This design comes from an exercise in tuning for small area, a short achievable clock period and few clock cycles on the open sky130 flow, not from production work. RTL that was checked went through simulation tests only; none was proved equivalent to the original.

## the previous run
Design sha256_reduced, start of the top module:
module sha256_reduced (
    input  logic        clk,
    input  logic        rst_n,
    input  logic        enable,
    input  logic [7:0]  data_in,
    input  logic        data_valid,
    input  logic        end_of_file,
    output logic        ready,
    output logic [31:0] hash_out,
    output logic        hash_valid
);
==> flow/config.mk <==
export PLATFORM = sky130hd
export DESIGN_NAME = sha256_reduced
export DESIGN_NICKNAME = sha256_reduced
export VERILOG_FILES = /design/flow/design.v
export SDC_FILE = /design/flow/constraint.sdc
export NUM_CORES = 8
export LEC_CHECK = 0
export CAP_MARGIN = 20
export CORE_MARGIN = 2
export CORE_UTILIZATION = 55
export CTS_CLUSTER_DIAMETER = 100
export CTS_CLUSTER_SIZE = 25
export SLEW_MARGIN = 20
export SYNTH_MEMORY_MAX_BITS = 4096
==> flow/constraint.sdc <==
create_clock -name core_clock -period 15.0 [get_ports {clk}]
set_input_delay 3.0000 -clock core_clock [delete_from_list [all_inputs] [get_ports {clk}]]
set_output_delay 3.0000 -clock core_clock [all_outputs]
set_load 0.01 [all_outputs]
standard.sh (not shown) runs the stock make flow with config.mk's settings and CLKGATE_MAP_FILE= SYNTH_SCRIPT=/design/flow/synth_recipe.tcl, a recipe that flattens the netlist after the stock synthesis.
==> flow/flow/run.sh <==
#!/bin/bash
# Standard synthesis, then the standard flow's own layout with two changes: timing repair
# gets a larger setup margin, so that it keeps working past the constraint's
# period, and the port buffers are plain buffers (sky130_fd_sc_hd__buf_2)
# instead of the delay cells that buffer_ports picks by default.
set -euo pipefail
bash standard.sh synth > synth.log 2>&1
bash standard.sh SETUP_SLACK_MARGIN=10.7 TNS_END_PERCENT=100 \
  "BUFFER_PORTS_ARGS=-buffer_cell sky130_fd_sc_hd__buf_2" finish > layout.log 2>&1
In summary, the previous run completed successfully, with a layout that passed the timing, DRC and antenna checks.
Testbench counts of the previous run, summed over its fixed seeds: cycles 20,631.
For the current run, these inputs were changed with respect to the previous run:
-- flow/flow/run.sh --
<<< the previous run, line 8
bash standard.sh SETUP_SLACK_MARGIN=10.7 TNS_END_PERCENT=100 \
>>> the current run, line 8
bash standard.sh SETUP_SLACK_MARGIN=11.0 TNS_END_PERCENT=100 \
Findings:
From the previous run to the current run the numbers moved as follows: final routed wirelength across all metal layers went up 2500 um; sequential share of layout area went down 0.84 points; total via count after detailed routing went up 348.
As far as met3 demand-to-capacity share in global routing is concerned, the current run and the previous run perform about the same.
The headroom to the max-slew limit in the current run sits 0.18 points above the value recorded for the previous run.
Worst hold margin: the previous run vs the current run, no meaningful difference

* * *

## run 1
Another version of the RTL of sha256_reduced (not shown whole).
Size in the first run: ~6500 cells after synthesis, ~1700 flip-flops, ~47 I/O pins, roughly 73000 um2 of cells after synthesis.
==> flow/config.mk <==
export PLATFORM = sky130hd
export DESIGN_NAME = sha256_reduced
export DESIGN_NICKNAME = sha256_reduced
export VERILOG_FILES = /design/flow/design.v
export SDC_FILE = /design/flow/constraint.sdc
export NUM_CORES = 8
export LEC_CHECK = 0
export CAP_MARGIN = 20
export CORE_MARGIN = 2
export CORE_UTILIZATION = 40
export SLEW_MARGIN = 20
export SYNTH_MEMORY_MAX_BITS = 4096
==> flow/constraint.sdc <==
create_clock -name core_clock -period 15.0 [get_ports {clk}]
set_input_delay 3.0000 -clock core_clock [delete_from_list [all_inputs] [get_ports {clk}]]
set_output_delay 3.0000 -clock core_clock [all_outputs]
set_load 0.01 [all_outputs]
run.sh (not shown) runs the stock make flow with config.mk's settings and CLKGATE_MAP_FILE= SYNTH_SCRIPT=/design/flow/synth_recipe.tcl, a recipe that flattens the netlist after the stock synthesis.
Stock flow here: none of the scripts above is used.
Testbench counts of run 1, summed over its fixed seeds: cycles 20,631.
[inputs] run 2 vs run 1
==> flow/flow/run.sh (new file) <==
#!/bin/bash
# Standard synthesis, then the standard flow's own layout with a larger setup margin for
# timing repair, so that repair keeps working past the constraint's period.
set -euo pipefail
bash standard.sh synth > synth.log 2>&1
bash standard.sh SETUP_SLACK_MARGIN=10.4 TNS_END_PERCENT=100 finish > layout.log 2>&1
==> flow/standard.sh (new file) <==
#!/bin/bash
# synth_recipe.tcl (not shown) runs the flow's synth.tcl, then flattens the netlist and writes it again
# the make line also repeats each setting of config.mk as NAME=value (left out here)
make -C /OpenROAD-flow-scripts/flow DESIGN_CONFIG=/design/flow/config.mk WORK_HOME=/design/flow/orfs CLKGATE_MAP_FILE= SYNTH_SCRIPT=/design/flow/synth_recipe.tcl "${@:-finish}"
removed: flow/run.sh
Results
Largest net degree at the start of global routing (run 2 over run 1): increase, 25. Comparing run 2 and run 1, detailed-route vias per instance is higher on run 2. Setup slack: run 2 more than run 1. Run 2 vs run 1 — maximum achievable frequency climbed by more than 10%. Going from run 1 to run 2, via count grew by a few percent. Changes observed in run 2 relative to run 1: wire length ~0 delta, fraction of the cycle the final worst path needs now smaller, slew of the pin with the lowest slew margin picked up an extra 0.043 ns, post-CTS repair timing setup buffer count higher.
Edits applied to the flow inputs when going from run 2 to run 3:
- putting CTS_CLUSTER_SIZE at 25 where nothing was set
- swapping 40 for 55 in CORE_UTILIZATION
- putting CTS_CLUSTER_DIAMETER at 100 where nothing was set
Notes after the runs:
- Run 3 completed; timing, DRC and antenna clean
- Across both runs, aggregate global-route resource usage was higher for run 3 than for run 2.
- Run 3 vs. run 2: global-route wire length before repair decreased by about 1.7% relative to the old numbers; minimum hold slack shows an increase of 0.014 ns.
- Detailed route, run 3 vs run 2: via total lower for run 3

* * *

xenon:
sha256_reduced with an RTL version that a note above also has.
Size in the first run: roughly 6800 cells after synthesis, about 1700 flip-flops, roughly 47 I/O pins, roughly 74000 µm² of cells after synthesis.
==> flow/config.mk <==
export PLATFORM = sky130hd
export DESIGN_NAME = sha256_reduced
export DESIGN_NICKNAME = sha256_reduced
export VERILOG_FILES = /design/flow/design.v
export SDC_FILE = /design/flow/constraint.sdc
export NUM_CORES = 8
export LEC_CHECK = 0
export CAP_MARGIN = 20
export CORE_MARGIN = 2
export CORE_UTILIZATION = 55
export CTS_CLUSTER_DIAMETER = 100
export CTS_CLUSTER_SIZE = 25
export GPL_TIMING_DRIVEN = 1
export SLEW_MARGIN = 20
export SYNTH_MEMORY_MAX_BITS = 4096
==> flow/constraint.sdc <==
create_clock -name core_clock -period 15.0 [get_ports {clk}]
set_input_delay 3.0000 -clock core_clock [delete_from_list [all_inputs] [get_ports {clk}]]
set_output_delay 3.0000 -clock core_clock [all_outputs]
set_load 0.01 [all_outputs]
standard.sh (not shown) runs the stock make flow with config.mk's settings and CLKGATE_MAP_FILE= SYNTH_SCRIPT=/design/flow/synth_recipe.tcl, a recipe that flattens the netlist after the stock synthesis.
==> flow/flow/run.sh <==
#!/bin/bash
# Standard synthesis, then the standard flow's own layout with two changes: timing repair
# gets a larger setup margin, so that it keeps working past the constraint's
# period, and the port buffers are plain buffers (sky130_fd_sc_hd__buf_2)
# instead of the delay cells that buffer_ports picks by default.
set -euo pipefail
bash standard.sh synth > synth.log 2>&1
bash standard.sh SETUP_SLACK_MARGIN=10.7 TNS_END_PERCENT=100 \
  "BUFFER_PORTS_ARGS=-buffer_cell sky130_fd_sc_hd__buf_2" finish > layout.log 2>&1
Testbench counts of xenon, summed over its fixed seeds: cycles 20,631.
### xenon -> maple
# xenon
export LEC_CHECK = 0
export CAP_MARGIN = 20
export CORE_MARGIN = 2
export CORE_UTILIZATION = 55
export CTS_CLUSTER_DIAMETER = 100
export CTS_CLUSTER_SIZE = 25
export GPL_TIMING_DRIVEN = 1
export SLEW_MARGIN = 20
export SYNTH_MEMORY_MAX_BITS = 4096
create_clock -name core_clock -period 15.0 [get_ports {clk}]
# maple
export LEC_CHECK = 0
export CAP_MARGIN = 20
export CORE_MARGIN = 2
export CORE_UTILIZATION = 65
export CTS_CLUSTER_DIAMETER = 100
export CTS_CLUSTER_SIZE = 25
export SLEW_MARGIN = 20
export SYNTH_MEMORY_MAX_BITS = 4096
create_clock -name core_clock -period 15.0 [get_ports {clk}]
Changes observed in maple relative to xenon: count of buffer and inverter cells on the critical path rose by 5, critical path depth dropped about 5%, top achievable clock speed shrank by about 0.5%, design area saw a decrease, global-route track usage on met1 picked up an extra 6.2 points.
A critical-path cell with the highest stage delay of sky130_fd_sc_hd__dfxtp_1 is what maple shows, while sky130_fd_sc_hd__fa_1 belongs to xenon.

* * *

## P
Another version of the RTL of sha256_reduced (not shown whole).
Size: ~1700 flip-flops, ~47 I/O pins, roughly 74000 um2 of cells after synthesis.
clock: 15.0 ns
lec_check: 0
cap_margin: 20
core_margin: 2
core_utilization: 65
cts_cluster_diameter: 100
cts_cluster_size: 25
slew_margin: 20
synth_memory_max_bits: 4096
==> flow/flow/run.sh <==
#!/bin/bash
# Standard synthesis, then the standard flow's own layout with two changes: timing repair
# gets a larger setup margin, so that it keeps working past the constraint's
# period, and the port buffers are plain buffers (sky130_fd_sc_hd__buf_2)
# instead of the delay cells that buffer_ports picks by default.
set -euo pipefail
bash standard.sh synth > synth.log 2>&1
bash standard.sh SETUP_SLACK_MARGIN=10.6 TNS_END_PERCENT=100 \
  "BUFFER_PORTS_ARGS=-buffer_cell sky130_fd_sc_hd__buf_2" finish > layout.log 2>&1
Every stage of the flow completed for P, and the final layout passed the timing, DRC and antenna checks.
Testbench counts of P, summed over its fixed seeds: cycles 20,365.
#### Input delta (Q over P)
-- flow/flow/run.sh --
<<< P, line 8
bash standard.sh SETUP_SLACK_MARGIN=10.6 TNS_END_PERCENT=100 \
>>> Q, line 8
bash standard.sh SETUP_SLACK_MARGIN=10.7 TNS_END_PERCENT=100 \
-- flow/config.mk --
<<< P, line 10
export CORE_UTILIZATION = 65
>>> Q, line 10
export CORE_UTILIZATION = 60
[summary]
Q: wire length of the first global-routing pass is about 2.6% higher than what P reported. [compare] base=P new=Q: final critical-path required period shows a reduction of 0.12 ns; number of antenna violations at the first check in global routing shows a reduction of 5. Of P and Q, the run reporting the lower met1 routing resource usage after global routing was Q. Measured against each other, P and Q differ in share of the clock period used by the worst path after layout, the higher figure coming from P. Design area delta (Q − P): unfavourable.
What R does differently from Q at the input level:
-- flow/config.mk --
<<< Q, line 10
export CORE_UTILIZATION = 60
>>> R, line 10
export CORE_UTILIZATION = 62
Notes after the runs:
[compare] base=Q new=R: minimum period implied by the final worst setup slack now larger, number of non-filler instances in the completed layout now smaller, initial cell density of the core now larger, cell area comparable.
Relative to Q, the non-clock buffer count measured on R has decreased slightly.
R: hold slack is 0.0088 ns lower than what Q reported.
Global-route wire length before repair: R better than Q
Taking Q as the reference, in R sequential share of layout area neither gained nor lost much, share of the clock period used by the worst path picked up an extra 0.55 points, biggest cell delay along the critical path lost 0.08 ns.
diff inputs: R => S
-- flow/config.mk --
<<< R, line 10
export CORE_UTILIZATION = 62
>>> S, line 10
export CORE_UTILIZATION = 65
Notes after the runs:
S went all the way through synthesis, placement and routing and the layout is clean on timing, DRC and antenna. Between R and S, the sequential share of layout area does not differ in any meaningful way. Compared with R, S shows a lower maximum frequency. Run comparison: S most used routing layer met1; R most used routing layer met2. Compared with R, S shows worst slack on hold paths higher by 0.011 ns. Against R, S reports a final critical path time including I/O delays and setup that is higher.

* * *

## run A
sha256_reduced, a different RTL version from the one above (not shown whole).
Size: about 6800 cells after synthesis, about 1700 flip-flops, about 74000 um2 of cells after synthesis.
export LEC_CHECK = 0
export CAP_MARGIN = 20
export CORE_MARGIN = 2
export CORE_UTILIZATION = 65
export CTS_BUF_LIST = sky130_fd_sc_hd__clkbuf_8 sky130_fd_sc_hd__clkbuf_16
export CTS_CLUSTER_DIAMETER = 80
export CTS_CLUSTER_SIZE = 20
export SLEW_MARGIN = 20
export SYNTH_MEMORY_MAX_BITS = 4096
create_clock -name core_clock -period 15.0 [get_ports {clk}]
==> flow/flow/run.sh <==
#!/bin/bash
# Standard synthesis, then the standard flow's own layout with two changes: timing repair
# gets a larger setup margin, so that it keeps working past the constraint's
# period, and the port buffers are plain buffers (sky130_fd_sc_hd__buf_2)
# instead of the delay cells that buffer_ports picks by default.
set -euo pipefail
bash standard.sh synth > synth.log 2>&1
bash standard.sh SETUP_SLACK_MARGIN=10.7 TNS_END_PERCENT=100 \
  "BUFFER_PORTS_ARGS=-buffer_cell sky130_fd_sc_hd__buf_2" finish > layout.log 2>&1
Run A completed every stage of the flow, and the final layout passed the timing, DRC and antenna checks.
Testbench counts of run A, summed over its fixed seeds: cycles 20,554.
Edits applied to the flow inputs when going from run A to run B:
- swapping 80 for 100 in CTS_CLUSTER_DIAMETER
- clearing CTS_BUF_LIST, which used to be sky130_fd_sc_hd__clkbuf_8 sky130_fd_sc_hd__clkbuf_16
- swapping 20 for 25 in CTS_CLUSTER_SIZE
Findings:
- Run B reports a lower number of logic stages on the critical path including buffering than run A does.
- The highest routing layer actually used comes out met5 in one run and met4 in the other, namely in run B and run A respectively.
- Growth of design area from synthesis to finish in run B is 0.92 points below run A.
- Compared with run A, run B shows a flop-to-flop setup slack that is 30 ps higher.

* * *

sha256_reduced, a different RTL version from the one above (not shown whole).
Size in the first run: ~1700 flip-flops, roughly 47 I/O pins, roughly 74000 um^2 of cells after synthesis.
==> flow/config.mk <==
export PLATFORM = sky130hd
export DESIGN_NAME = sha256_reduced
export DESIGN_NICKNAME = sha256_reduced
export VERILOG_FILES = /design/flow/design.v
export SDC_FILE = /design/flow/constraint.sdc
export NUM_CORES = 8
export LEC_CHECK = 0
export CAP_MARGIN = 20
export CORE_MARGIN = 2
export CORE_UTILIZATION = 55
export CTS_CLUSTER_DIAMETER = 100
export CTS_CLUSTER_SIZE = 25
export SLEW_MARGIN = 20
export SYNTH_MEMORY_MAX_BITS = 4096
==> flow/constraint.sdc <==
create_clock -name core_clock -period 15.0 [get_ports {clk}]
set_input_delay 3.0000 -clock core_clock [delete_from_list [all_inputs] [get_ports {clk}]]
set_output_delay 3.0000 -clock core_clock [all_outputs]
set_load 0.01 [all_outputs]
Scripts as last shown in full above: flow/flow/run.sh
The starting point completed with no timing, DRC or antenna violations.
Rerun with:
- CORE_UTILIZATION: 55 -> 65
=> Global-route usage rose by 4.0 points; setup slack degrades by 5.9 ps; via count rose by 1.3%; synthesized cell count is unchanged; core utilization rose by 11 points.
No functional check of the RTL was part of any run of this note.

* * *

sha256_reduced with an RTL version that a note above also has.
For scale: ~6,800 cells after synthesis, about 1,700 flip-flops, about 47 I/O pins.
clock: 15.0 ns
lec_check: 0
cap_margin: 20
core_margin: 2
core_utilization: 57
cts_cluster_diameter: 100
cts_cluster_size: 25
slew_margin: 20
synth_memory_max_bits: 4096
Scripts as last shown in full above: flow/flow/run.sh
Testbench counts at the start, summed over its fixed seeds: cycles 20,365.
Change:
--- a/flow/flow/run.sh
+++ b/flow/flow/run.sh
@@ -8 +8 @@
-bash standard.sh SETUP_SLACK_MARGIN=10.7 TNS_END_PERCENT=100 \
+bash standard.sh SETUP_SLACK_MARGIN=10.6 TNS_END_PERCENT=100 \
- CORE_UTILIZATION: 57 -> 60
What happened: The new run went through all stages and came out clean; sequential share of layout area is about the same; count of clock-buffer cells in the layout went up by 1; routed wire length goes down by 1.1%; via count increases by 0.65%; clock skew shrinks by 10 ps; synthesized area does not change.
Change:
--- a/flow/flow/run.sh
+++ b/flow/flow/run.sh
@@ -8 +8 @@
-bash standard.sh SETUP_SLACK_MARGIN=10.6 TNS_END_PERCENT=100 \
+bash standard.sh SETUP_SLACK_MARGIN=10.7 TNS_END_PERCENT=100 \
- CORE_UTILIZATION: 60 -> 65
- PLACE_DENSITY: not set -> 0.8
Critical path depth came out higher by 2.
Utilization came out higher by 5.7 points.
Flip-flop and latch count is unchanged.
Routed wire length came out lower by 2.3%.
Count of clock-buffer cells in the layout came out lower by 4.
Cell area barely changes.
Cell count came out lower by 1.4%.

-- port drivers added, routing unchanged --
The results above use ideal ports. As a check the final layouts listed here were re-extracted and re-timed, cells and wires unchanged. Step 1, drivers: a clkbuf_16 drives clk and a buf_2 each remaining input, both assumed. Step 2 adds t to the input delays and takes it off the output delays; t is the mean of the earliest and latest rising clock arrival at the registers after step 1. Input paths then give back, and output paths get back, about the clock's delay inside the block. a / b / c = ideal / step 1 / step 2; a / b = the first two.
run | t, ns | slack for setup (ns) | slew at the worst register clock pin (ns) | worst slew at a driven data input, ns | cell pins on the clock port's net
the previous run | 0.805 | 10.508 / 10.508 / 10.508 | 0.11 / 0.11 | 0.04 | 1
the current run | 0.809 | 10.535 / 10.535 / 10.535 | 0.11 / 0.11 | 0.04 | 1
run 1 | 0.902 | 9.250 / 9.250 / 9.250 | 0.07 / 0.07 | 0.03 | 1
run 2 | 0.884 | 10.265 / 10.265 / 10.265 | 0.07 / 0.07 | 0.03 | 1
run 3 | 0.798 | 10.393 / 10.374 / 10.393 | 0.11 / 0.11 | 0.06 | 1
xenon | 0.805 | 10.508 / 10.508 / 10.508 | 0.11 / 0.11 | 0.04 | 1
maple | 0.786 | 10.486 / 10.486 / 10.486 | 0.11 / 0.11 | 0.04 | 1
P | 0.778 | 10.555 / 10.545 / 10.555 | 0.11 / 0.11 | 0.04 | 1
Q | 0.796 | 10.674 / 10.644 / 10.674 | 0.11 / 0.11 | 0.04 | 1
R | 0.770 | 10.591 / 10.575 / 10.591 | 0.11 / 0.11 | 0.09 | 1
S | 0.786 | 10.557 / 10.557 / 10.557 | 0.11 / 0.11 | 0.05 | 1
run A | 0.799 | 10.649 / 10.649 / 10.649 | 0.09 / 0.09 | 0.03 | 1
run B | 0.780 | 10.675 / 10.643 / 10.675 | 0.11 / 0.11 | 0.03 | 1
the first run of note 6 | 0.794 | 10.580 / 10.580 / 10.580 | 0.11 / 0.11 | 0.03 | 1
the second run of note 6 | 0.773 | 10.574 / 10.574 / 10.574 | 0.11 / 0.11 | 0.04 | 1
the first run of note 7 | 0.782 | 10.604 / 10.592 / 10.604 | 0.11 / 0.11 | 0.07 | 1
the second run of note 7 | 0.782 | 10.512 / 10.512 / 10.512 | 0.11 / 0.11 | 0.09 | 1
the third run of note 7 | 0.780 | 10.552 / 10.552 / 10.552 | 0.11 / 0.11 | 0.11 | 1
After both steps setup and hold are still met in every run listed.
